What follows belongs to an exercise in optimizing a design on an open flow for small area; a production flow would make more cautious choices.
In this exercise RTL edits were held to simulation tests only and were not proved equivalent to the original.

==> flow/design.v, too long to show whole: its modules and the start of the top module <==
// module cordic_amplitude_angle: 4566 lines
module cordic_amplitude_angle (
    input                clk,
    input                rst_n,
    input  signed [31:0] x,
    input  signed [31:0] y,
    input                pre_vaild,
    output signed [31:0] amplitude,
    output signed [31:0] angle,
    output reg           post_vaild
);
  // ...
==> flow/run.sh <==
#!/bin/bash
# synth_recipe.tcl (not shown) runs the flow's synth.tcl, then flattens the netlist and writes it again
# the make line also repeats each setting of config.mk as NAME=value (left out here)
make -C /OpenROAD-flow-scripts/flow DESIGN_CONFIG=/design/flow/config.mk WORK_HOME=/design/flow/orfs CLKGATE_MAP_FILE= SYNTH_SCRIPT=/design/flow/synth_recipe.tcl finish
==> flow/config.mk <==
export PLATFORM = sky130hd
export DESIGN_NAME = cordic_amplitude_angle
export DESIGN_NICKNAME = cordic_amplitude_angle
export VERILOG_FILES = /design/flow/design.v
export SDC_FILE = /design/flow/constraint.sdc
export NUM_CORES = 4
export LEC_CHECK = 0
export CAP_MARGIN = 20
export CORE_MARGIN = 2
export CORE_UTILIZATION = 40
export SLEW_MARGIN = 20
==> flow/constraint.sdc <==
create_clock -name core_clock -period 7.5 [get_ports {clk}]
set_input_delay 1.5000 -clock core_clock [delete_from_list [all_inputs] [get_ports {clk}]]
set_output_delay 1.5000 -clock core_clock [all_outputs]
set_load 0.01 [all_outputs]
==> impl_metrics.ini, run 1 <==
[sta]
worst_slack_ns = 0.0629
finalSetupTns_ns = 0
maxSlewViolCount = 0
hold_violations = 0
finalSetupViolations = 0

[setup_path]
worst-path-buf-inv = 8
cpLargestDelayFamily = adder cells
crit_cells = 26

[global_route]
grt_use_met1 = 0.237
grt_use_met3 = 0.0222
grt_max_degree = 60
first_global_vias = 38182

[layout]
largestClassByArea = multi-input gates
multi_input_area_share = 0.668
area.sequential_um2 = 11300
layout-drive-gt1-share = 0.0650
final_common_cell = ha_1
seq_cells = 559
multi_input_gates = 4297
layout_common_cells = ha_1 (833), xnor2_1 (692), dfxtp_1 (528)

[clock_network]
clock_path_buffers = 3
clk_latency_ns = 0.69
clock_sinks = 559
cts_buffers = 61

[floorplan]
rows = 132

[routing]
route.met3.wl_mm = 4.12
wl_met2_mm = 59.5
wl_per_cell_um = 16.4
dr.pass1.iters = 5
wl_met1_mm = 55.9
routed_wl_mm = 122

[status]
status = complete, no violations

[synth]
avgSynthCellArea_um2 = 9.69
synth_top_family_by_area = adder cells
synth_area_leaders = dfxtp_1 (21%), ha_1 (20%), fa_1 (13%)
synthSimpleGateAreaFrac = 0.0947
synth_compound_gate_area_share = 0.120

[placed_design]
port_buffers = 118
==> run 2: changes to the inputs <==
--- a/flow/design.v
+++ b/flow/design.v
@@ -4332,88 +4332,52 @@
 assign Yn14[10] = Yn14_p[10] ^ Yn14_G28;
 assign Yn14[11] = Yn14_p[11] ^ Yn14_G29;
 assign Yn14[12] = Yn14_p[12] ^ Yn14_G30;
 assign Yn14[13] = Yn14_p[13] ^ Yn14_G31;
 assign Yn14[14] = Yn14_p[14] ^ Yn14_G32;
 assign Yn14[15] = Yn14_p[15] ^ Yn14_G33;
 assign Yn14[16] = Yn14_p[16] ^ Yn14_G34;
 assign Yn14[17] = Yn14_p[17] ^ Yn14_G35;
-reg [30:0] X_s15;
-always @(posedge clk) X_s15 <= Xn14;
-reg [17:0] Y_s15;
-always @(posedge clk) Y_s15 <= Yn14;
-reg [0:0] sx_s15;
-always @(posedge clk) sx_s15 <= sx_s13;
-reg [0:0] e0_s15;
-always @(posedge clk) e0_s15 <= e0_s13;
-reg [0:0] e1_s15;
-always @(posedge clk) e1_s15 <= e1_s13;
-reg [0:0] e2_s15;
-always @(posedge clk) e2_s15 <= e2_s13;
-reg [0:0] e3_s15;
-always @(posedge clk) e3_s15 <= e3_s13;
-reg [0:0] e4_s15;
-always @(posedge clk) e4_s15 <= e4_s13;
-reg [0:0] e5_s15;
-always @(posedge clk) e5_s15 <= e5_s13;
-reg [0:0] e6_s15;
-always @(posedge clk) e6_s15 <= e6_s13;
-reg [0:0] e7_s15;
-always @(posedge clk) e7_s15 <= e7_s13;
-reg [0:0] e8_s15;
-always @(posedge clk) e8_s15 <= e8_s13;
-reg [0:0] e9_s15;
-always @(posedge clk) e9_s15 <= e9_s13;
-reg [0:0] e10_s15;
-always @(posedge clk) e10_s15 <= e10_s13;
-reg [0:0] e11_s15;
-always @(posedge clk) e11_s15 <= e11_s13;
-reg [0:0] e12_s15;
-always @(posedge clk) e12_s15 <= e12_s13;
-reg [0:0] e13_s15;
-always @(posedge clk) e13_s15 <= e13;
-reg [0:0] e14_s15;
-always @(posedge clk) e14_s15 <= e14;
-wire d15 = Y_s15[17];
+wire d15 = Yn14[17];
 wire nd15 = ~d15;
-wire e15 = d15 ^ ~sx_s15;
-wire [1:0] xo15 = Y_s15[16:15] ^ {2{d15}};
+wire e15 = d15 ^ ~sx_s13;
+wire [1:0] xo15 = Yn14[16:15] ^ {2{d15}};
 wire [30:0] Xn15_p, Xn15_g;
-assign Xn15_p[0] = X_s15[0] ^ xo15[0]; assign Xn15_g[0] = X_s15[0] & xo15[0];
-assign Xn15_p[1] = X_s15[1] ^ xo15[1]; assign Xn15_g[1] = X_s15[1] & xo15[1];
-assign Xn15_p[2] = X_s15[2] ^ 1'b0; assign Xn15_g[2] = X_s15[2] & 1'b0;
-assign Xn15_p[3] = X_s15[3] ^ 1'b0; assign Xn15_g[3] = X_s15[3] & 1'b0;
-assign Xn15_p[4] = X_s15[4] ^ 1'b0; assign Xn15_g[4] = X_s15[4] & 1'b0;
-assign Xn15_p[5] = X_s15[5] ^ 1'b0; assign Xn15_g[5] = X_s15[5] & 1'b0;
-assign Xn15_p[6] = X_s15[6] ^ 1'b0; assign Xn15_g[6] = X_s15[6] & 1'b0;
-assign Xn15_p[7] = X_s15[7] ^ 1'b0; assign Xn15_g[7] = X_s15[7] & 1'b0;
-assign Xn15_p[8] = X_s15[8] ^ 1'b0; assign Xn15_g[8] = X_s15[8] & 1'b0;
-assign Xn15_p[9] = X_s15[9] ^ 1'b0; assign Xn15_g[9] = X_s15[9] & 1'b0;
-assign Xn15_p[10] = X_s15[10] ^ 1'b0; assign Xn15_g[10] = X_s15[10] & 1'b0;
-assign Xn15_p[11] = X_s15[11] ^ 1'b0; assign Xn15_g[11] = X_s15[11] & 1'b0;
-assign Xn15_p[12] = X_s15[12] ^ 1'b0; assign Xn15_g[12] = X_s15[12] & 1'b0;
-assign Xn15_p[13] = X_s15[13] ^ 1'b0; assign Xn15_g[13] = X_s15[13] & 1'b0;
-assign Xn15_p[14] = X_s15[14] ^ 1'b0; assign Xn15_g[14] = X_s15[14] & 1'b0;
-assign Xn15_p[15] = X_s15[15] ^ 1'b0; assign Xn15_g[15] = X_s15[15] & 1'b0;
-assign Xn15_p[16] = X_s15[16] ^ 1'b0; assign Xn15_g[16] = X_s15[16] & 1'b0;
-assign Xn15_p[17] = X_s15[17] ^ 1'b0; assign Xn15_g[17] = X_s15[17] & 1'b0;
-assign Xn15_p[18] = X_s15[18] ^ 1'b0; assign Xn15_g[18] = X_s15[18] & 1'b0;
-assign Xn15_p[19] = X_s15[19] ^ 1'b0; assign Xn15_g[19] = X_s15[19] & 1'b0;
-assign Xn15_p[20] = X_s15[20] ^ 1'b0; assign Xn15_g[20] = X_s15[20] & 1'b0;
-assign Xn15_p[21] = X_s15[21] ^ 1'b0; assign Xn15_g[21] = X_s15[21] & 1'b0;
-assign Xn15_p[22] = X_s15[22] ^ 1'b0; assign Xn15_g[22] = X_s15[22] & 1'b0;
-assign Xn15_p[23] = X_s15[23] ^ 1'b0; assign Xn15_g[23] = X_s15[23] & 1'b0;
-assign Xn15_p[24] = X_s15[24] ^ 1'b0; assign Xn15_g[24] = X_s15[24] & 1'b0;
-assign Xn15_p[25] = X_s15[25] ^ 1'b0; assign Xn15_g[25] = X_s15[25] & 1'b0;
-assign Xn15_p[26] = X_s15[26] ^ 1'b0; assign Xn15_g[26] = X_s15[26] & 1'b0;
-assign Xn15_p[27] = X_s15[27] ^ 1'b0; assign Xn15_g[27] = X_s15[27] & 1'b0;
-assign Xn15_p[28] = X_s15[28] ^ 1'b0; assign Xn15_g[28] = X_s15[28] & 1'b0;
-assign Xn15_p[29] = X_s15[29] ^ 1'b0; assign Xn15_g[29] = X_s15[29] & 1'b0;
-assign Xn15_p[30] = X_s15[30] ^ 1'b0; assign Xn15_g[30] = X_s15[30] & 1'b0;
+assign Xn15_p[0] = Xn14[0] ^ xo15[0]; assign Xn15_g[0] = Xn14[0] & xo15[0];
+assign Xn15_p[1] = Xn14[1] ^ xo15[1]; assign Xn15_g[1] = Xn14[1] & xo15[1];
+assign Xn15_p[2] = Xn14[2] ^ 1'b0; assign Xn15_g[2] = Xn14[2] & 1'b0;
+assign Xn15_p[3] = Xn14[3] ^ 1'b0; assign Xn15_g[3] = Xn14[3] & 1'b0;
+assign Xn15_p[4] = Xn14[4] ^ 1'b0; assign Xn15_g[4] = Xn14[4] & 1'b0;
+assign Xn15_p[5] = Xn14[5] ^ 1'b0; assign Xn15_g[5] = Xn14[5] & 1'b0;
+assign Xn15_p[6] = Xn14[6] ^ 1'b0; assign Xn15_g[6] = Xn14[6] & 1'b0;
+assign Xn15_p[7] = Xn14[7] ^ 1'b0; assign Xn15_g[7] = Xn14[7] & 1'b0;
+assign Xn15_p[8] = Xn14[8] ^ 1'b0; assign Xn15_g[8] = Xn14[8] & 1'b0;
+assign Xn15_p[9] = Xn14[9] ^ 1'b0; assign Xn15_g[9] = Xn14[9] & 1'b0;
+assign Xn15_p[10] = Xn14[10] ^ 1'b0; assign Xn15_g[10] = Xn14[10] & 1'b0;
+assign Xn15_p[11] = Xn14[11] ^ 1'b0; assign Xn15_g[11] = Xn14[11] & 1'b0;
+assign Xn15_p[12] = Xn14[12] ^ 1'b0; assign Xn15_g[12] = Xn14[12] & 1'b0;
+assign Xn15_p[13] = Xn14[13] ^ 1'b0; assign Xn15_g[13] = Xn14[13] & 1'b0;
+assign Xn15_p[14] = Xn14[14] ^ 1'b0; assign Xn15_g[14] = Xn14[14] & 1'b0;
+assign Xn15_p[15] = Xn14[15] ^ 1'b0; assign Xn15_g[15] = Xn14[15] & 1'b0;
+assign Xn15_p[16] = Xn14[16] ^ 1'b0; assign Xn15_g[16] = Xn14[16] & 1'b0;
+assign Xn15_p[17] = Xn14[17] ^ 1'b0; assign Xn15_g[17] = Xn14[17] & 1'b0;
+assign Xn15_p[18] = Xn14[18] ^ 1'b0; assign Xn15_g[18] = Xn14[18] & 1'b0;
+assign Xn15_p[19] = Xn14[19] ^ 1'b0; assign Xn15_g[19] = Xn14[19] & 1'b0;
+assign Xn15_p[20] = Xn14[20] ^ 1'b0; assign Xn15_g[20] = Xn14[20] & 1'b0;
+assign Xn15_p[21] = Xn14[21] ^ 1'b0; assign Xn15_g[21] = Xn14[21] & 1'b0;
+assign Xn15_p[22] = Xn14[22] ^ 1'b0; assign Xn15_g[22] = Xn14[22] & 1'b0;
+assign Xn15_p[23] = Xn14[23] ^ 1'b0; assign Xn15_g[23] = Xn14[23] & 1'b0;
+assign Xn15_p[24] = Xn14[24] ^ 1'b0; assign Xn15_g[24] = Xn14[24] & 1'b0;
+assign Xn15_p[25] = Xn14[25] ^ 1'b0; assign Xn15_g[25] = Xn14[25] & 1'b0;
+assign Xn15_p[26] = Xn14[26] ^ 1'b0; assign Xn15_g[26] = Xn14[26] & 1'b0;
+assign Xn15_p[27] = Xn14[27] ^ 1'b0; assign Xn15_g[27] = Xn14[27] & 1'b0;
+assign Xn15_p[28] = Xn14[28] ^ 1'b0; assign Xn15_g[28] = Xn14[28] & 1'b0;
+assign Xn15_p[29] = Xn14[29] ^ 1'b0; assign Xn15_g[29] = Xn14[29] & 1'b0;
+assign Xn15_p[30] = Xn14[30] ^ 1'b0; assign Xn15_g[30] = Xn14[30] & 1'b0;
 wire Xn15_G1 = Xn15_g[0] | (Xn15_p[0] & d15);
 wire Xn15_G2 = Xn15_g[2] | (Xn15_p[2] & Xn15_g[1]);
 wire Xn15_P2 = Xn15_p[2] & Xn15_p[1];
 wire Xn15_G3 = Xn15_g[4] | (Xn15_p[4] & Xn15_g[3]);
 wire Xn15_P3 = Xn15_p[4] & Xn15_p[3];
 wire Xn15_G4 = Xn15_g[6] | (Xn15_p[6] & Xn15_g[5]);
 wire Xn15_P4 = Xn15_p[6] & Xn15_p[5];
 wire Xn15_G5 = Xn15_g[8] | (Xn15_p[8] & Xn15_g[7]);
@@ -4513,54 +4477,54 @@
 assign Xn15[26] = Xn15_p[26] ^ Xn15_G50;
 assign Xn15[27] = Xn15_p[27] ^ Xn15_G30;
 assign Xn15[28] = Xn15_p[28] ^ Xn15_G51;
 assign Xn15[29] = Xn15_p[29] ^ Xn15_G37;
 assign Xn15[30] = Xn15_p[30] ^ Xn15_G52;
 reg [30:0] X_s16;
 always @(posedge clk) X_s16 <= Xn15;
 reg [0:0] sx_s16;
-always @(posedge clk) sx_s16 <= sx_s15;
+always @(posedge clk) sx_s16 <= sx_s13;
 reg [0:0] e0_s16;
-always @(posedge clk) e0_s16 <= e0_s15;
+always @(posedge clk) e0_s16 <= e0_s13;
 reg [0:0] e1_s16;
-always @(posedge clk) e1_s16 <= e1_s15;
+always @(posedge clk) e1_s16 <= e1_s13;
 reg [0:0] e2_s16;
-always @(posedge clk) e2_s16 <= e2_s15;
+always @(posedge clk) e2_s16 <= e2_s13;
 reg [0:0] e3_s16;
-always @(posedge clk) e3_s16 <= e3_s15;
+always @(posedge clk) e3_s16 <= e3_s13;
 reg [0:0] e4_s16;
-always @(posedge clk) e4_s16 <= e4_s15;
+always @(posedge clk) e4_s16 <= e4_s13;
 reg [0:0] e5_s16;
-always @(posedge clk) e5_s16 <= e5_s15;
+always @(posedge clk) e5_s16 <= e5_s13;
 reg [0:0] e6_s16;
-always @(posedge clk) e6_s16 <= e6_s15;
+always @(posedge clk) e6_s16 <= e6_s13;
 reg [0:0] e7_s16;
-always @(posedge clk) e7_s16 <= e7_s15;
+always @(posedge clk) e7_s16 <= e7_s13;
 reg [0:0] e8_s16;
-always @(posedge clk) e8_s16 <= e8_s15;
+always @(posedge clk) e8_s16 <= e8_s13;
 reg [0:0] e9_s16;
-always @(posedge clk) e9_s16 <= e9_s15;
+always @(posedge clk) e9_s16 <= e9_s13;
 reg [0:0] e10_s16;
-always @(posedge clk) e10_s16 <= e10_s15;
+always @(posedge clk) e10_s16 <= e10_s13;
 reg [0:0] e11_s16;
-always @(posedge clk) e11_s16 <= e11_s15;
+always @(posedge clk) e11_s16 <= e11_s13;
 reg [0:0] e12_s16;
-always @(posedge clk) e12_s16 <= e12_s15;
+always @(posedge clk) e12_s16 <= e12_s13;
 reg [0:0] e13_s16;
-always @(posedge clk) e13_s16 <= e13_s15;
+always @(posedge clk) e13_s16 <= e13;
 reg [0:0] e14_s16;
-always @(posedge clk) e14_s16 <= e14_s15;
+always @(posedge clk) e14_s16 <= e14;
 reg [0:0] e15_s16;
 always @(posedge clk) e15_s16 <= e15;
 wire [46:0] xf0 = {16'd0, X_s16};
 wire [46:0] prod = (xf0 << 15) + (xf0 << 13) - (xf0 << 10) - (xf0 << 7) - (xf0 << 4) + (xf0 << 2);
 wire [16:0] tsum = (e1_s16 ? 17'd27203 : 17'd0) + (e2_s16 ? 17'd14373 : 17'd0) + (e3_s16 ? 17'd7296 : 17'd0) + (e4_s16 ? 17'd3662 : 17'd0) + (e5_s16 ? 17'd1833 : 17'd0) + (e6_s16 ? 17'd917 : 17'd0) + (e7_s16 ? 17'd458 : 17'd0) + (e8_s16 ? 17'd229 : 17'd0) + (e9_s16 ? 17'd115 : 17'd0) + (e10_s16 ? 17'd57 : 17'd0) + (e11_s16 ? 17'd29 : 17'd0) + (e12_s16 ? 17'd14 : 17'd0) + (e13_s16 ? 17'd7 : 17'd0) + (e14_s16 ? 17'd4 : 17'd0) + (e15_s16 ? 17'd2 : 17'd0);
 wire d0f = e0_s16 ^ ~sx_s16;
 wire [17:0] base = ~sx_s16 ? (d0f ? -18'sd51140 : -18'sd5060) : (d0f ? -18'sd97220 : 18'sd41020);
 wire [17:0] ahi = base + {1'b0, tsum};
 assign amplitude = {2'b00, prod[45:16]};
 assign angle = {{7{ahi[17]}}, ahi, 7'b1000000};
-reg [7:0] vr;
+reg [6:0] vr;
 always @(posedge clk or negedge rst_n)
   if (!rst_n) begin vr <= 0; post_vaild <= 1'b0; end
-  else begin vr <= {vr[6:0], pre_vaild}; post_vaild <= vr[7]; end
+  else begin vr <= {vr[5:0], pre_vaild}; post_vaild <= vr[6]; end
 endmodule
==> flow/config.mk (replaced) <==
export PLATFORM = sky130hd
export DESIGN_NAME = cordic_amplitude_angle
export DESIGN_NICKNAME = cordic_amplitude_angle
export VERILOG_FILES = /design/flow/design.v
export SDC_FILE = /design/flow/constraint.sdc
export NUM_CORES = 4
export LEC_CHECK = 0
export CAP_MARGIN = 20
export CORE_MARGIN = 2
export CORE_UTILIZATION = 65
export PLACE_DENSITY = 0.75
export SLEW_MARGIN = 20
==> run 2 against run 1 <==
  * Still clean
  * Non-clock buffer count down 30
  * Register-to-register slack worse by 0.33 ns
  * Utilization up 27 points
==> impl_metrics.ini, run 2 <==
[status]
status = complete, no violations

[layout]
fillers = 6045
fin_nets = 6883
layoutNonFillerInstCount = 6744
diodes = 0
layout_common_cells = ha_1 (834), xnor2_1 (687), inv_1 (533)
fin_area_um2 = 57200
syn2layout_area_growth_pct = 10.0
layout-drive-gt1-share = 0.0597
final_common_cell = ha_1

[setup_path]
cp-end-kind = output pin
crit_top_cell = fa_1
max_stage_delay_ns = 0.55
cp_cell_sequence = buf_4, fa_1, inv_1, fa_1, fa_1, inv_1, fa_1, ha_1, a21o_1, a21oi_2, o21ai_0, a21oi_1, o21ai_0, a21oi_1, o21ai_0, a21oi_2, buf_4, buf_4, xnor2_1, clkdlybuf4s50_1
critPathLaunchType = flop
worst-path-buf-inv = 6
cpLargestDelayFamily = adder cells
criticalPathCategory = flop to output pin
cp_max_fo = 4
critPathSlowestCell = clkdlybuf4s50_1
worstPathRequired_ns = 6.00
arrival_ns = 5.78

[job]
maxCapViolations = 0

[routing]
routed_wl_mm = 116
dr.pass1.iters = 7
vias = 37700
vias_per_cell = 5.59
drtIter0Drc = 1768
drc = 0
ant_nets = 0
wl_per_cell_um = 17.1

[floorplan]
rows = 103
die_h_um = 287
io-pin-count = 132
core_area_um2 = 79100
start_util = 0.657
die-area_um2 = 82300
fp.dieW_um = 287

[synth]
synth-edff-count = 0
yosysMostFrequentCell = ha_1
synth_cells = 5466
yosysSeqAreaShare = 0.196
synth_warnings = 1
synth_ff_type = dfxtp_1
ys_ff_latch = 508
syn-cell-area_um2 = 52000
yosys.cell_types.count = 102
synth_area_leaders = ha_1 (20%), dfxtp_1 (19%), fa_1 (13%)
avgSynthCellArea_um2 = 9.52
yosys-top-cells-count = ha_1 (835), xnor2_1 (692), inv_1 (533), dfxtp_1 (500), xor2_1 (483)
yosysTopAreaCell = ha_1
synth_top_cell_area_share = 0.201
synth-async-reset-ratio = 0.0157

[sta]
fmax_ghz = 0.137
min_period_over_period = 0.971
hold_violations = 0
max_slew_margin = 0.438
fin_skew_ns = 0.0506
finalSetupViolations = 0
post-route-min-period_ns = 7.28
maxSlewViolCount = 0
worstMarginPinSlew_ns = 0.838

[clock_network]
cts_tree = built
clock_path_buffers = 3
hold_buffers = 0
clock_sinks = 508
cts_buffers = 57
cts_root_buf = clkbuf_16
clkSlewWorstSetupHoldPaths_ns = 0.07
htree_levels = 2
clk_latency_ns = 0.67

[placed_design]
gp_congestion = 0.922
dp_hpwl_mm = 95.7
port_buffers = 118
placed_cell_area_um2 = 54800
place_inst = 6625

[hold_path]
holdCritPathClass = flop to flop

[global_route]
grt_max_degree = 59
grt_pass1_wl_mm = 191
first_global_vias = 38697
overflow = 0
globalRouteTotalUtil = 0.283
grt_antenna_before_repair = 0
[run 2: final cells by class]
class,count,area [um2],share of cell area
sequential,508,10200,0.179
inverter,533,2000,0.0350
clock buffer,68,1560,0.0272
multi-input combinational,4342,39700,0.693
timing repair buffer,205,1850,0.0324
clock inverter,38,588,0.0103
tap,1050,1310,0.0230
[run 2: kinds of logic (layout without fill, tap and decap cells)]
kind of cell	Yosys count	after routing	synth area share
flip-flops	508	508	0.196
AND/OR/NAND/NOR	991	991	0.0974
adder cells (fa/ha/maj)	1169	1169	0.329
other	2	9	0.000144
buffers and inverters	623	844	0.0464
XOR/XNOR	1178	1178	0.199
AO/OA/AOI/OAI	979	979	0.128
multiplexers	16	16	0.00337
[run 2: per-stage QoR]
| step | setup WS, ns | TNS, ns | util | hold WS, ns |
|---|---|---|---|---|
| 2_1_floorplan | 0.165 | 0 | - | 0.310 |
| 4_1_cts | 0.000901 | 0 | 0.720 | 0.327 |
| 6_report | 0.217 | 0 | 0.723 | 0.323 |
| 3_5_place_dp | 0.0531 | 0 | 0.692 | 0.312 |
| 5_1_grt | -0.114 | -0.611 | 0.723 | 0.330 |
| 3_3_place_gp | 0.122 | 0 | 0.692 | 0.310 |
[run 2: worst paths after layout]
path,from,end,slack [ns],cells past startpoint
worst max register to register,Y_s13[19]$_DFF_P_,X_s16[30]$_DFF_P_,0.44,32
worst min register to register,e2_s7$_DFF_P_,e2_s9$_DFF_P_,0.32,0
worst max-delay path,e6_s16$_DFF_P_,angle[17],0.22,20
min in group asynchronous,rst_n,vr[4]$_DFF_PN0_,1.14,1
worst min-delay path,e2_s7$_DFF_P_,e2_s9$_DFF_P_,0.32,0
max in group asynchronous,rst_n,vr[6]$_DFF_PN0_,6.09,1
[run 2: routing by layer]
metal | up-vias | wire, um | share of wire | track usage
met4 | 0 | 4420 | 0.038 | 0.105
met3 | 223 | 3830 | 0.033 | 0.0309
li1 | 18931 | - | - | -
met2 | 655 | 53800 | 0.47 | 0.478
met1 | 17891 | 53600 | 0.46 | 0.374
met5 | - | 0 | 0 | 0
[run 2: timing repair]
| item | 4_1_cts | 5_1_grt |
|---|---|---|
| hold endpoints to repair | 0 | 0 |
| resized for setup | 55 | 45 |
| setup buffers | 4 | 9 |
| pin swaps | 7 | 19 |
| setup endpoints to repair | 17 | 49 |
==> run 3: changes to the inputs <==
--- a/flow/config.mk
+++ b/flow/config.mk
@@ -7,6 +7,7 @@
 export LEC_CHECK = 0
 export CAP_MARGIN = 20
 export CORE_MARGIN = 2
-export CORE_UTILIZATION = 65
-export PLACE_DENSITY = 0.75
+export CORE_UTILIZATION = 55
+export CTS_CLUSTER_SIZE = 50
+export PLACE_DENSITY = 0.65
 export SLEW_MARGIN = 20
==> run 3 against run 2 <==
  * Largest cell class unchanged
  * Synthesized cell count stayed put
  * Highest routed layer unchanged
  * Synthesized area unchanged
  * Still clean on timing, DRC and antenna
  * Maximum frequency grew 0.63%
  * Cell area rose by 0.26%
  * Sequential cell count unchanged
  * Critical path depth grew 4
  * Critical endpoint is now angle[29]
  * Worst setup slack better by 0.045 ns
==> impl_metrics.ini, run 3 <==
[status]
status = complete, no violations

[placed_design]
gp_congestion = 0.926
port_buffers = 118
placed_cell_area_um2 = 55000
dp_hpwl_mm = 98.8

[layout]
diodes = 0
syn2layout_area_growth_pct = 10.3
fillers = 8299
layout_common_cells = ha_1 (832), xnor2_1 (685), inv_1 (531)
fin_area_um2 = 57400
final_common_cell = ha_1
multi_input_area_um2 = 39700
fin_nets = 6876
layout-drive-gt1-share = 0.0627
area.sequential_um2 = 10200

[synth]
synth-async-reset-ratio = 0.0157
yosysTopAreaCell = ha_1
syn-cell-area_um2 = 52000
yosys-top-cells-count = ha_1 (835), xnor2_1 (692), inv_1 (533), dfxtp_1 (500), xor2_1 (483)
ys_ff_latch = 508
synth_top_cell_area_share = 0.201
yosysSeqAreaShare = 0.196
yosys.cell_types.count = 102
synth_area_leaders = ha_1 (20%), dfxtp_1 (19%), fa_1 (13%)
synth_cells = 5466
synth_ff_type = dfxtp_1
synth_warnings = 1
avgSynthCellArea_um2 = 9.52
synth-edff-count = 0
yosysMostFrequentCell = ha_1

[global_route]
grt_pass1_wl_mm = 190
overflow = 0
grt_antenna_before_repair = 0
globalRouteTotalUtil = 0.240
grt_max_degree = 59
first_global_vias = 37964

[setup_path]
worstPathRequired_ns = 6.00
max_stage_delay_ns = 0.56
critPathLaunchType = flop
critPathSlowestCell = fa_1
arrival_ns = 5.74
cp_max_fo = 8
crit_top_cell = fa_1
cp_cell_sequence = buf_4, fa_1, inv_1, fa_1, fa_2, inv_1, fa_1, inv_2, fa_2, nor2b_1, o21ai_2, a21boi_2, o21ai_1, nand2_1, a21oi_2, o21ai_2, a21o_1, a21o_1, a31oi_4, o2111ai_2, a21oi_2, xnor2_1, buf_4, clkbuf_2
criticalPathCategory = flop to output pin
cp-end-kind = output pin

[floorplan]
die-area_um2 = 97100
core_area_um2 = 93500
rows = 112
die_h_um = 312
io-pin-count = 132
fp.dieW_um = 312
start_util = 0.557

[clock_network]
cts_buffers = 58
clock_sinks = 508
clk_latency_ns = 0.69
htree_levels = 2
cts_tree = built
clock_path_buffers = 3
cts_root_buf = clkbuf_16
clkSlewWorstSetupHoldPaths_ns = 0.06

[routing]
drc = 0
routed_wl_mm = 116
vias = 37380
ant_nets = 0
dr.pass1.iters = 5
wl_per_cell_um = 16.7
drtIter0Drc = 1476
vias_per_cell = 5.38

[sta]
max_slew_margin = 0.248
worstMarginPinSlew_ns = 1.12
rsz0062_at_grt = yes
fin_skew_ns = 0.0513
whs_ns = 0.320
min_period_over_period = 0.965
maxSlewViolCount = 0
finalSetupViolations = 0
post-route-min-period_ns = 7.24
fmax_ghz = 0.138
hold_violations = 0

[job]
maxCapViolations = 0

[hold_path]
holdCritPathClass = flop to flop
## run 3: cell counts after synthesis
Identical to the previous run, type by type.
## run 3: repair_timing
action / 4_1_cts / 5_1_grt
gates cloned: 0 / 1
pin swaps: 6 / 23
setup buffers: 4 / 5
hold buffers: 0 / 0
resized for setup: 54 / 79
endpoints found under the setup margin: 21 / 53
## run 3: critical path: cells and delay by family, from the launching register on
| kind | cells | cell delay, ns |
|---|---|---|
| fa+ha+maj | 5 | 2.47 |
| compound gates | 10 | 1.23 |
| buf+inv | 6 | 0.60 |
| flops | 1 | 0.31 |
| simple gates | 2 | 0.26 |
| xor+xnor | 1 | 0.16 |
## run 3: layer usage
layer	part of all wire	wire, um	GRT usage
met1	0.43	49500	0.289
met2	0.50	58400	0.438
met3	0.031	3550	0.0295
met4	0.038	4400	0.0833
met5	0	0	0
## run 3: cell type report
| type | count | share of cell area |
|---|---|---|
| Timing Repair Buffer | 197 | 0.0312 |
| Clock buffer | 68 | 0.0266 |
| Multi-Input combinational cell | 4342 | 0.693 |
| Tap cell | 1254 | 0.0273 |
| Clock inverter | 42 | 0.00883 |
| Inverter | 533 | 0.0349 |
| Sequential cell | 508 | 0.179 |
## run 3: kinds of logic after synthesis
logic type                 Yosys count  synth area share
xor gates and xnor gates          1178             0.199
adders and majority gates         1169             0.329
and+or+nand+nor                    991            0.0974
AOI/OAI and AO/OA                  979             0.128
buffers and inverters              623            0.0464
DFF                                508             0.196
muxes                               16           0.00337
other                                2          0.000144
## run 3: path summary, 6_finish.rpt
kind	startpoint	endpoint	slack, ns	cells after the start
max in group asynchronous	rst_n	vr[2]$_DFF_PN0_	6.14	1
min	e1_s11$_DFF_P_	e1_s13$_DFF_P_	0.32	0
min reg2reg	e1_s11$_DFF_P_	e1_s13$_DFF_P_	0.32	0
min in group asynchronous	rst_n	vr[0]$_DFF_PN0_	1.10	1
max	e6_s16$_DFF_P_	angle[29]	0.26	24
max reg2reg	Y_s13[19]$_DFF_P_	X_s16[16]$_DFF_P_	0.35	34
## run 3: metrics by stage
| step | utilization | TNS (ns) | cells | setup slack [ns] |
|---|---|---|---|---|
| 2_1_floorplan | - | 0 | 5473 | 0.165 |
| 3_3_place_gp | 0.589 | 0 | 6824 | 0.166 |
| 6_report | 0.614 | 0 | 6944 | 0.262 |
| 5_1_grt | 0.614 | -0.673 | 6944 | -0.119 |
| 3_5_place_dp | 0.589 | -0.0231 | 6824 | -0.0231 |
| 4_1_cts | 0.611 | 0 | 6938 | 0.000482 |
==> run 4: changes to the inputs <==
--- a/flow/config.mk
+++ b/flow/config.mk
@@ -7,7 +7,6 @@
 export LEC_CHECK = 0
 export CAP_MARGIN = 20
 export CORE_MARGIN = 2
-export CORE_UTILIZATION = 55
-export CTS_CLUSTER_SIZE = 50
-export PLACE_DENSITY = 0.65
+export CORE_UTILIZATION = 40
+export CTS_BUF_LIST = sky130_fd_sc_hd__clkbuf_4 sky130_fd_sc_hd__clkbuf_8
 export SLEW_MARGIN = 20
==> run 4 against run 3 <==
  * Critical path depth up 1
  * Utilization is 16 points lower
  * Still clean on timing, DRC and antenna
  * Global-route usage down 5.9 points
  * Clock skew is 0.0095 ns lower
  * First-iteration DRC count decreased by 13%
  * Critical endpoint is now angle[27]
  * Worst setup slack got worse by 0.022 ns
==> impl_metrics.ini, run 4 <==
[routing]
vias = 36993
dr.pass1.iters = 5
vias_per_cell = 4.93
drc = 0
drtIter0Drc = 1291
routed_wl_mm = 118
ant_nets = 0
wl_per_cell_um = 15.8

[layout]
layout-drive-gt1-share = 0.0728
fin_nets = 6915
layout_common_cells = ha_1 (832), xnor2_1 (689), inv_1 (529)
fin_util = 0.450
syn2layout_area_growth_pct = 11.8
final_common_cell = ha_1

[synth]
synth-edff-count = 0
synth_top_cell_area_share = 0.201
ys_ff_latch = 508
yosysMostFrequentCell = ha_1
synth_cells = 5466
yosys-top-cells-count = ha_1 (835), xnor2_1 (692), inv_1 (533), dfxtp_1 (500), xor2_1 (483)
synthMuxAreaShare = 0.00337
synth_area_leaders = ha_1 (20%), dfxtp_1 (19%), fa_1 (13%)
synthSimpleGateAreaFrac = 0.0974
synth-xor-area-share = 0.199
synthAdderAreaFrac = 0.329
avgSynthCellArea_um2 = 9.52
yosysTopAreaCell = ha_1
syn-cell-area_um2 = 52000
synth_ff_type = dfxtp_1
yosys.cell_types.count = 102
synth_compound_gate_area_share = 0.128
synth_warnings = 1
yosysSeqAreaShare = 0.196
synth_top_family_by_area = adder cells
synth-async-reset-ratio = 0.0157

[floorplan]
io-pin-count = 132
start_util = 0.402
die_h_um = 365
fp.dieW_um = 365
rows = 132
die-area_um2 = 133000
core_area_um2 = 129000

[hold_path]
hold_end = e2_s16$_DFF_P_
holdCritPathClass = flop to flop
holdPathStages = 0
hp-start = e2_s13$_DFF_P_

[global_route]
first_global_vias = 38751
grt_pass1_wl_mm = 194
overflow = 0
grt_max_degree = 54
grt_antenna_before_repair = 1
globalRouteTotalUtil = 0.181

[sta]
max_slew_margin = 0.415
fin_skew_ns = 0.0417
hold_violations = 0
rsz0062_at_grt = yes
worstMarginPinSlew_ns = 0.877
fmax_ghz = 0.138
finalSetupTns_ns = 0
maxSlewViolCount = 0
post-route-min-period_ns = 7.26
min_period_over_period = 0.968
finalSetupViolations = 0

[placed_design]
dp_hpwl_mm = 101
gp_congestion = 0.870
port_buffers = 118

[setup_path]
critPathLaunchType = flop
cp_max_fo = 6
rr_startpoint = Y_s13[19]$_DFF_P_
r2r-end = X_s16[30]$_DFF_P_
arrival_ns = 5.76
reg2reg_slack_ns = 0.33
cp-end-kind = output pin
rr_worst_depth = 34
worstPathRequired_ns = 6.00
criticalPathCategory = flop to output pin

[clock_network]
cts_buffers = 93
hold_buffers = 0
cts_tree = built
clock_path_buffers = 3
htree_levels = 3
clkSlewWorstSetupHoldPaths_ns = 0.06
cts_root_buf = clkbuf_8
clk_latency_ns = 0.76
clock_sinks = 508

[status]
status = complete, no violations

[job]
maxCapViolations = 0
## run 4: routing by layer
metal	wire, um	global-route usage	share of wire	vias up
met4	4190	0.0685	0.035	0
met2	61000	0.342	0.52	422
met5	0	0	0	-
li1	-	-	-	18983
met3	2980	0.0209	0.025	200
met1	50000	0.205	0.42	17388
## run 4: worst max path at each step
stage                            from                end  slack [ns]  depth (start not counted)
floorplan           Y_s13[19]$_DFF_P_  X_s16[30]$_DFF_P_        0.16                         34
global placement    Y_s13[19]$_DFF_P_  X_s16[30]$_DFF_P_        0.19                         33
detailed placement  Y_s13[19]$_DFF_P_  X_s16[30]$_DFF_P_        0.18                         34
CTS                    e6_s16$_DFF_P_          angle[30]        0.01                         24
global route           e9_s16$_DFF_P_          angle[27]       -0.11                         25
finish                 e9_s16$_DFF_P_          angle[27]        0.24                         25
## run 4: timing repair
item | CTS | global route
setup endpoints to repair | 19 | 49
pin swaps | 10 | 23
gates resized for setup | 65 | 67
buffers inserted | 5 | 8
## run 4: worst max-delay path, stage by stage, from the launching register on
cell	delay, ns
dfxtp_2	0.34
fa_1	0.52
inv_1	0.06
fa_1	0.53
fa_1	0.43
fa_1	0.49
inv_1	0.04
ha_2	0.17
inv_2	0.05
fa_2	0.18
nor2b_1	0.05
o21ai_1	0.16
a21boi_1	0.10
o21ai_1	0.14
nand2_1	0.10
a21oi_2	0.16
o21ai_2	0.08
a21o_1	0.17
a21o_1	0.19
a31oi_4	0.22
o2111ai_1	0.12
a21oi_1	0.19
xnor2_1	0.14
buf_4	0.18
buf_4	0.12
buf_6	0.09
## run 4: layout make-up
class / count / area [um2]
Antenna cell: 1 / 2.50
Clock buffer: 124 / 1600
Clock inverter: 46 / 593
Fill cell: 12443 / 71200
Inverter: 533 / 2000
Multi-Input combinational cell: 4342 / 39700
Sequential cell: 508 / 10300
Tap cell: 1742 / 2180
Timing Repair Buffer: 201 / 1840
## run 4: cells by family (layout without fill, tap and decap cells)
kind of cell | count (synthesis) | count (layout)
xor gates and xnor gates | 1178 | 1178
adders and majority gates | 1169 | 1169
and+or+nand+nor | 991 | 991
AOI/OAI and AO/OA | 979 | 979
buffers and inverters | 623 | 904
DFF | 508 | 508
muxes | 16 | 16
other | 2 | 10
## run 4: per-stage QoR
step	std cells	setup slack, ns	area [um2]	hold WS, ns
detailed placement	7313	0.177	55600	0.312
floorplan	5473	0.165	52000	0.310
CTS	7488	0.0100	57900	0.326
global placement	7312	0.190	55600	0.312
finish	7497	0.240	58200	0.325
global route	7497	-0.115	58200	0.331
==> run 5: changes to the inputs <==
--- a/flow/config.mk
+++ b/flow/config.mk
@@ -8,5 +8,4 @@
 export CAP_MARGIN = 20
 export CORE_MARGIN = 2
 export CORE_UTILIZATION = 40
-export CTS_BUF_LIST = sky130_fd_sc_hd__clkbuf_4 sky130_fd_sc_hd__clkbuf_8
 export SLEW_MARGIN = 20
==> run 5 against run 4 <==
  * Sequential cell count did not move
  * Die area did not move
  * Register-to-register slack improved by 0.03 ns
  * Clock skew rose by 0.0052 ns
  * Maximum frequency rose by 0.15%
  * Synthesized area did not move
  * Non-clock buffer count fell by 5
  * Via count fell by 0.49%
  * Critical endpoint is now angle[30]
==> impl_metrics.ini, run 5 <==
[status]
status = complete, no violations

[synth]
synth_ff_type = dfxtp_1
yosysMostFrequentCell = ha_1
yosysTopAreaCell = ha_1
yosys.cell_types.count = 102
ys_ff_latch = 508
synth_area_leaders = ha_1 (20%), dfxtp_1 (19%), fa_1 (13%)
synth_top_cell_area_share = 0.201
yosys-top-cells-count = ha_1 (835), xnor2_1 (692), inv_1 (533), dfxtp_1 (500), xor2_1 (483)
synth_warnings = 1
avgSynthCellArea_um2 = 9.52
yosysSeqAreaShare = 0.196
synth_cells = 5466
synth-edff-count = 0
syn-cell-area_um2 = 52000
synth-async-reset-ratio = 0.0157

[sta]
finalSetupViolations = 0
hold_violations = 0
max_slew_margin = 0.413
fmax_ghz = 0.138
post-route-min-period_ns = 7.25
rsz0062_at_grt = yes
maxSlewViolCount = 0
worstMarginPinSlew_ns = 0.880
fin_skew_ns = 0.0469
whs_ns = 0.322
min_period_over_period = 0.966

[job]
maxCapViolations = 0

[clock_network]
cts_tree = built
hold_buffers = 0
cts_root_buf = clkbuf_16
clock_sinks = 508
clk_latency_ns = 0.68
cts_buffers = 61
clkSlewWorstSetupHoldPaths_ns = 0.06
clock_path_buffers = 3
htree_levels = 2

[layout]
fillers = 12426
fin_area_um2 = 57900
final_common_cell = ha_1
layout_common_cells = ha_1 (832), xnor2_1 (689), inv_1 (532)
layout-drive-gt1-share = 0.0605
diodes = 0
syn2layout_area_growth_pct = 11.4
fin_nets = 6878

[floorplan]
die-area_um2 = 133000
die_h_um = 365
start_util = 0.402
core_area_um2 = 129000
io-pin-count = 132
fp.dieW_um = 365
rows = 132

[setup_path]
criticalPathCategory = flop to output pin
cp-end-kind = output pin
arrival_ns = 5.75
critPathSlowestCell = fa_1
crit_top_cell = fa_1
critPathLaunchType = flop
worstPathRequired_ns = 6.00
cp_max_fo = 6
max_stage_delay_ns = 0.55

[placed_design]
port_buffers = 118
gp_congestion = 0.870
dp_hpwl_mm = 101
placed_cell_area_um2 = 55600

[routing]
ant_nets = 0
drtIter0Drc = 1334
vias = 36813
routed_wl_mm = 117
wl_per_cell_um = 15.8
drc = 0
vias_per_cell = 4.95
dr.pass1.iters = 7

[global_route]
grt_max_degree = 54
grt_pass1_wl_mm = 194
first_global_vias = 38573
overflow = 0
grt_antenna_before_repair = 0
globalRouteTotalUtil = 0.179

[hold_path]
holdCritPathClass = flop to flop
## run 5: cell counts after synthesis
No cell type changed its count.
## run 5: final timing paths
path                              startpoint                 to  slack (ns)  cells after the start
max reg2reg                Y_s13[19]$_DFF_P_  X_s16[30]$_DFF_P_        0.36                     34
max                           e9_s16$_DFF_P_          angle[30]        0.25                     25
min                            e1_s3$_DFF_P_      e1_s5$_DFF_P_        0.32                      0
min reg2reg                    e1_s3$_DFF_P_      e1_s5$_DFF_P_        0.32                      0
max in group asynchronous              rst_n    vr[1]$_DFF_PN0_        6.15                      1
min in group asynchronous              rst_n    vr[6]$_DFF_PN0_        1.09                      1
## run 5: repair_timing
action                     in CTS  in global routing
pin swaps                       6                 18
gates resized for setup        39                 70
setup endpoints to repair      17                 49
setup buffers                   2                  6
## run 5: metrics by stage
| stage | util | cells | TNS [ns] | setup WS [ns] |
|---|---|---|---|---|
| floorplan | - | 5473 | 0 | 0.165 |
| global placement | 0.430 | 7312 | 0 | 0.190 |
| detailed placement | 0.430 | 7313 | 0 | 0.177 |
| CTS | 0.446 | 7424 | 0 | 0.00128 |
| global route | 0.448 | 7430 | -0.307 | -0.0862 |
| finish | 0.448 | 7430 | 0 | 0.252 |
## run 5: layout make-up
type | count | area (um2) | area share
repair buffers | 196 | 1740 | 0.0300
inverters | 533 | 2000 | 0.0345
well taps | 1742 | 2180 | 0.0376
flip-flops and latches | 508 | 10300 | 0.177
clock buffers | 73 | 1660 | 0.0287
multi-input cells | 4342 | 39700 | 0.685
clock inverters | 36 | 419 | 0.00724
## run 5: routing by layer
| layer | global-route usage | vias up | part of all wire |
|---|---|---|---|
| met4 | 0.0665 | 0 | 0.037 |
| met3 | 0.0184 | 192 | 0.024 |
| met1 | 0.205 | 17288 | 0.42 |
| li1 | - | 18884 | - |
| met5 | 0 | - | 0 |
| met2 | 0.341 | 449 | 0.52 |
## run 5: cell families (layout without fill, tap and decap cells)
kind of cell	count (synthesis)	after routing	synth area share
xor gates and xnor gates	1178	1178	0.199
adders and majority gates	1169	1169	0.329
and+or+nand+nor	991	991	0.0974
AOI/OAI and AO/OA	979	979	0.128
buffers and inverters	623	838	0.0464
DFF	508	508	0.196
muxes	16	16	0.00337
other	2	9	0.000144
## run 5: critical path: cells and delay by family, from the launching register on
| family | cells | cell delay, ns |
|---|---|---|
| xor gates and xnor gates | 1 | 0.14 |
| buffers and inverters | 6 | 0.55 |
| and+or+nand+nor | 2 | 0.15 |
| AOI/OAI and AO/OA | 10 | 1.54 |
| DFF | 1 | 0.34 |
| adders and majority gates | 6 | 2.37 |
==> run 6: changes to the inputs <==
--- a/flow/config.mk
+++ b/flow/config.mk
@@ -8,4 +8,6 @@
 export CAP_MARGIN = 20
 export CORE_MARGIN = 2
 export CORE_UTILIZATION = 40
+export CTS_BUF_LIST = sky130_fd_sc_hd__clkbuf_2 sky130_fd_sc_hd__clkbuf_4
+export CTS_CLUSTER_SIZE = 16
 export SLEW_MARGIN = 20
==> run 6 against run 5 <==
  * Sequential share of layout area barely moved
  * Worst setup slack worse by 0.20 ns
  * Clock skew increased by 0.017 ns
  * Highest routed layer unchanged
==> impl_metrics.ini, run 6 <==
[sta]
fmax_ghz = 0.134
maxSlewViolCount = 0
post-route-min-period_ns = 7.45
max_slew_margin = 0.415
hold_violations = 0
rsz0062_at_grt = yes
min_period_over_period = 0.993
finalSetupViolations = 0
worstMarginPinSlew_ns = 0.877
fin_skew_ns = 0.0637

[global_route]
grt_max_degree = 54
grt_pass1_wl_mm = 195
globalRouteTotalUtil = 0.182
overflow = 0
grt_antenna_before_repair = 3
first_global_vias = 39438

[routing]
drtIter0Drc = 1292
wl_per_cell_um = 15.6
vias_per_cell = 4.94
vias = 37594
drc = 0
ant_nets = 0
routed_wl_mm = 119
dr.pass1.iters = 6

[synth]
synth-edff-count = 0
synth_ff_type = dfxtp_1
yosysSeqAreaShare = 0.196
synth_top_family_by_area = adder cells
synth-xor-area-share = 0.199
yosys-top-cells-count = ha_1 (835), xnor2_1 (692), inv_1 (533), dfxtp_1 (500), xor2_1 (483)
synth_compound_gate_area_share = 0.128
synth-async-reset-ratio = 0.0157
synth_cells = 5466
synthMuxAreaShare = 0.00337
yosysTopAreaCell = ha_1
synth_area_leaders = ha_1 (20%), dfxtp_1 (19%), fa_1 (13%)
synthAdderAreaFrac = 0.329
yosys.cell_types.count = 102
synth_warnings = 1
synthSimpleGateAreaFrac = 0.0974
yosysMostFrequentCell = ha_1
avgSynthCellArea_um2 = 9.52
synth_top_cell_area_share = 0.201
ys_ff_latch = 508
syn-cell-area_um2 = 52000

[floorplan]
die_h_um = 365
io-pin-count = 132
rows = 132
die-area_um2 = 133000
fp.dieW_um = 365
core_area_um2 = 129000
start_util = 0.402

[layout]
layout-drive-gt1-share = 0.0937
fin_util = 0.450
layout_common_cells = ha_1 (821), xnor2_1 (688), inv_1 (528)
syn2layout_area_growth_pct = 12.0
final_common_cell = ha_1
fin_nets = 6991
fin_area_um2 = 58300

[clock_network]
cts_tree = built
cts_buffers = 143
clock_path_buffers = 3
clock_sinks = 508
hold_buffers = 0
clk_latency_ns = 1.06
clkSlewWorstSetupHoldPaths_ns = 0.07
cts_root_buf = clkbuf_4
htree_levels = 4

[setup_path]
reg2reg_slack_ns = 0.35
rr_startpoint = Y_s13[19]$_DFF_P_
critical_path.startpoint = e1_s16$_DFF_P_
rr_worst_depth = 34
r2r-end = X_s16[30]$_DFF_P_
critPathLaunchType = flop
cp_max_fo = 5
worstPathRequired_ns = 6.00
criticalPathCategory = flop to output pin
cp-end-kind = output pin
endpoint = angle[28]
arrival_ns = 5.95

[placed_design]
port_buffers = 118
placed_cell_area_um2 = 55600
gp_congestion = 0.870
dp_hpwl_mm = 101

[status]
status = complete, no violations

[hold_path]
hp-start = e2_s3$_DFF_P_
holdCritPathClass = flop to flop

[job]
maxCapViolations = 0
==> run 6: cell counts after synthesis <==
Identical to the previous run, type by type.
==> run 6: worst min-delay path by stage <==
stage	end	slack, ns	cells after the start
after floorplan	e0_s11$_DFF_P_	0.31	0
final	e2_s5$_DFF_P_	0.32	0
after global routing	e1_s5$_DFF_P_	0.32	0
after CTS	e1_s5$_DFF_P_	0.31	0
after detailed placement	e0_s9$_DFF_P_	0.31	0
after global placement	e8_s13$_DFF_P_	0.31	0
==> run 6: what timing repair did <==
item	in CTS	in global routing
pin swaps	34	44
buffers inserted	25	13
setup endpoints to repair	30	58
resized for setup	135	91
endpoints found under the hold margin	0	0
cloned	0	1
==> run 6: layout make-up <==
| class | count | area [um2] |
|---|---|---|
| multi-input cells | 4342 | 39900 |
| well taps | 1742 | 2180 |
| clock buffers | 198 | 1490 |
| fillers | 12533 | 71100 |
| repair buffers | 227 | 2030 |
| diodes | 4 | 10.0 |
| inverters | 533 | 2000 |
| flip-flops and latches | 508 | 10300 |
| clock inverters | 59 | 372 |
==> run 6: kinds of logic after synthesis <==
logic type               Yosys count
multiplexers                      16
adder cells (fa/ha/maj)         1169
other                              2
buffers and inverters            623
AND/OR/NAND/NOR                  991
AO/OA/AOI/OAI                    979
flip-flops                       508
XOR/XNOR                        1178
==> run 6: critical path: stages, from the launching register on <==
cell and delay [ns]:
dfxtp_4 0.36, fa_1 0.52, inv_2 0.06, fa_1 0.52
fa_1 0.43, fa_1 0.49, inv_1 0.04, ha_2 0.18
inv_2 0.05, fa_2 0.19, nor2b_2 0.05, o21ai_2 0.15
a21boi_2 0.08, o21ai_1 0.11, nand2_1 0.10, a21oi_2 0.15
o21ai_2 0.07, a21o_1 0.15, a21o_1 0.19, a31oi_4 0.19
o2111ai_1 0.13, a21oi_1 0.19, xnor2_1 0.14, buf_4 0.18
buf_12 0.12, buf_6 0.09
==> run 6: per-stage QoR <==
| stage | worst slack (ns) | instances | hold slack (ns) | setup TNS (ns) |
|---|---|---|---|---|
| 2_1_floorplan | 0.165 | 5473 | 0.310 | 0 |
| 3_3_place_gp | 0.190 | 7312 | 0.312 | 0 |
| 3_5_place_dp | 0.177 | 7313 | 0.312 | 0 |
| 4_1_cts | -0.158 | 7595 | 0.305 | -0.997 |
| 5_1_grt | -0.310 | 7613 | 0.317 | -2.90 |
| 6_report | 0.0544 | 7613 | 0.318 | 0 |
==> run 6: per-layer routing <==
layer | global-route usage | wire (um)
met5 | 0 | 0
met1 | 0.204 | 49800
met4 | 0.0755 | 4650
met3 | 0.0268 | 3270
met2 | 0.341 | 61100

-- static timing again, ports no longer ideal --
Ports are ideal in the flow. The routed layouts listed here were re-timed in OpenROAD. Step 1, drivers: a clkbuf_16 drives clk and a buf_2 each remaining input, both assumed. Step 2 moves the port delays by t, midway between the first and last clock arrival at a register: inputs arrive t later, outputs are due t later. That takes back most of the time a late clock gives input paths. a / b / c = ideal ports / drivers / drivers and shift; a / b = the first two.
run | shift t [ns] | setup WS [ns] | worst register clock-pin slew, ns | cell pins on the clock port's net
run 1 | 0.743 | 0.063 / -0.005 / 0.514 | 0.07 / 0.07 | 1
run 2 | 0.708 | 0.217 / 0.152 / 0.437 | 0.07 / 0.07 | 1
run 3 | 0.734 | 0.262 / 0.196 / 0.353 | 0.07 / 0.07 | 1
run 4 | 0.804 | 0.240 / 0.169 / 0.332 | 0.07 / 0.07 | 1
run 5 | 0.735 | 0.252 / 0.177 / 0.357 | 0.07 / 0.07 | 1
run 6 | 1.087 | 0.054 / -0.019 / 0.347 | 0.08 / 0.08 | 1
After both steps every run listed still meets setup and hold.
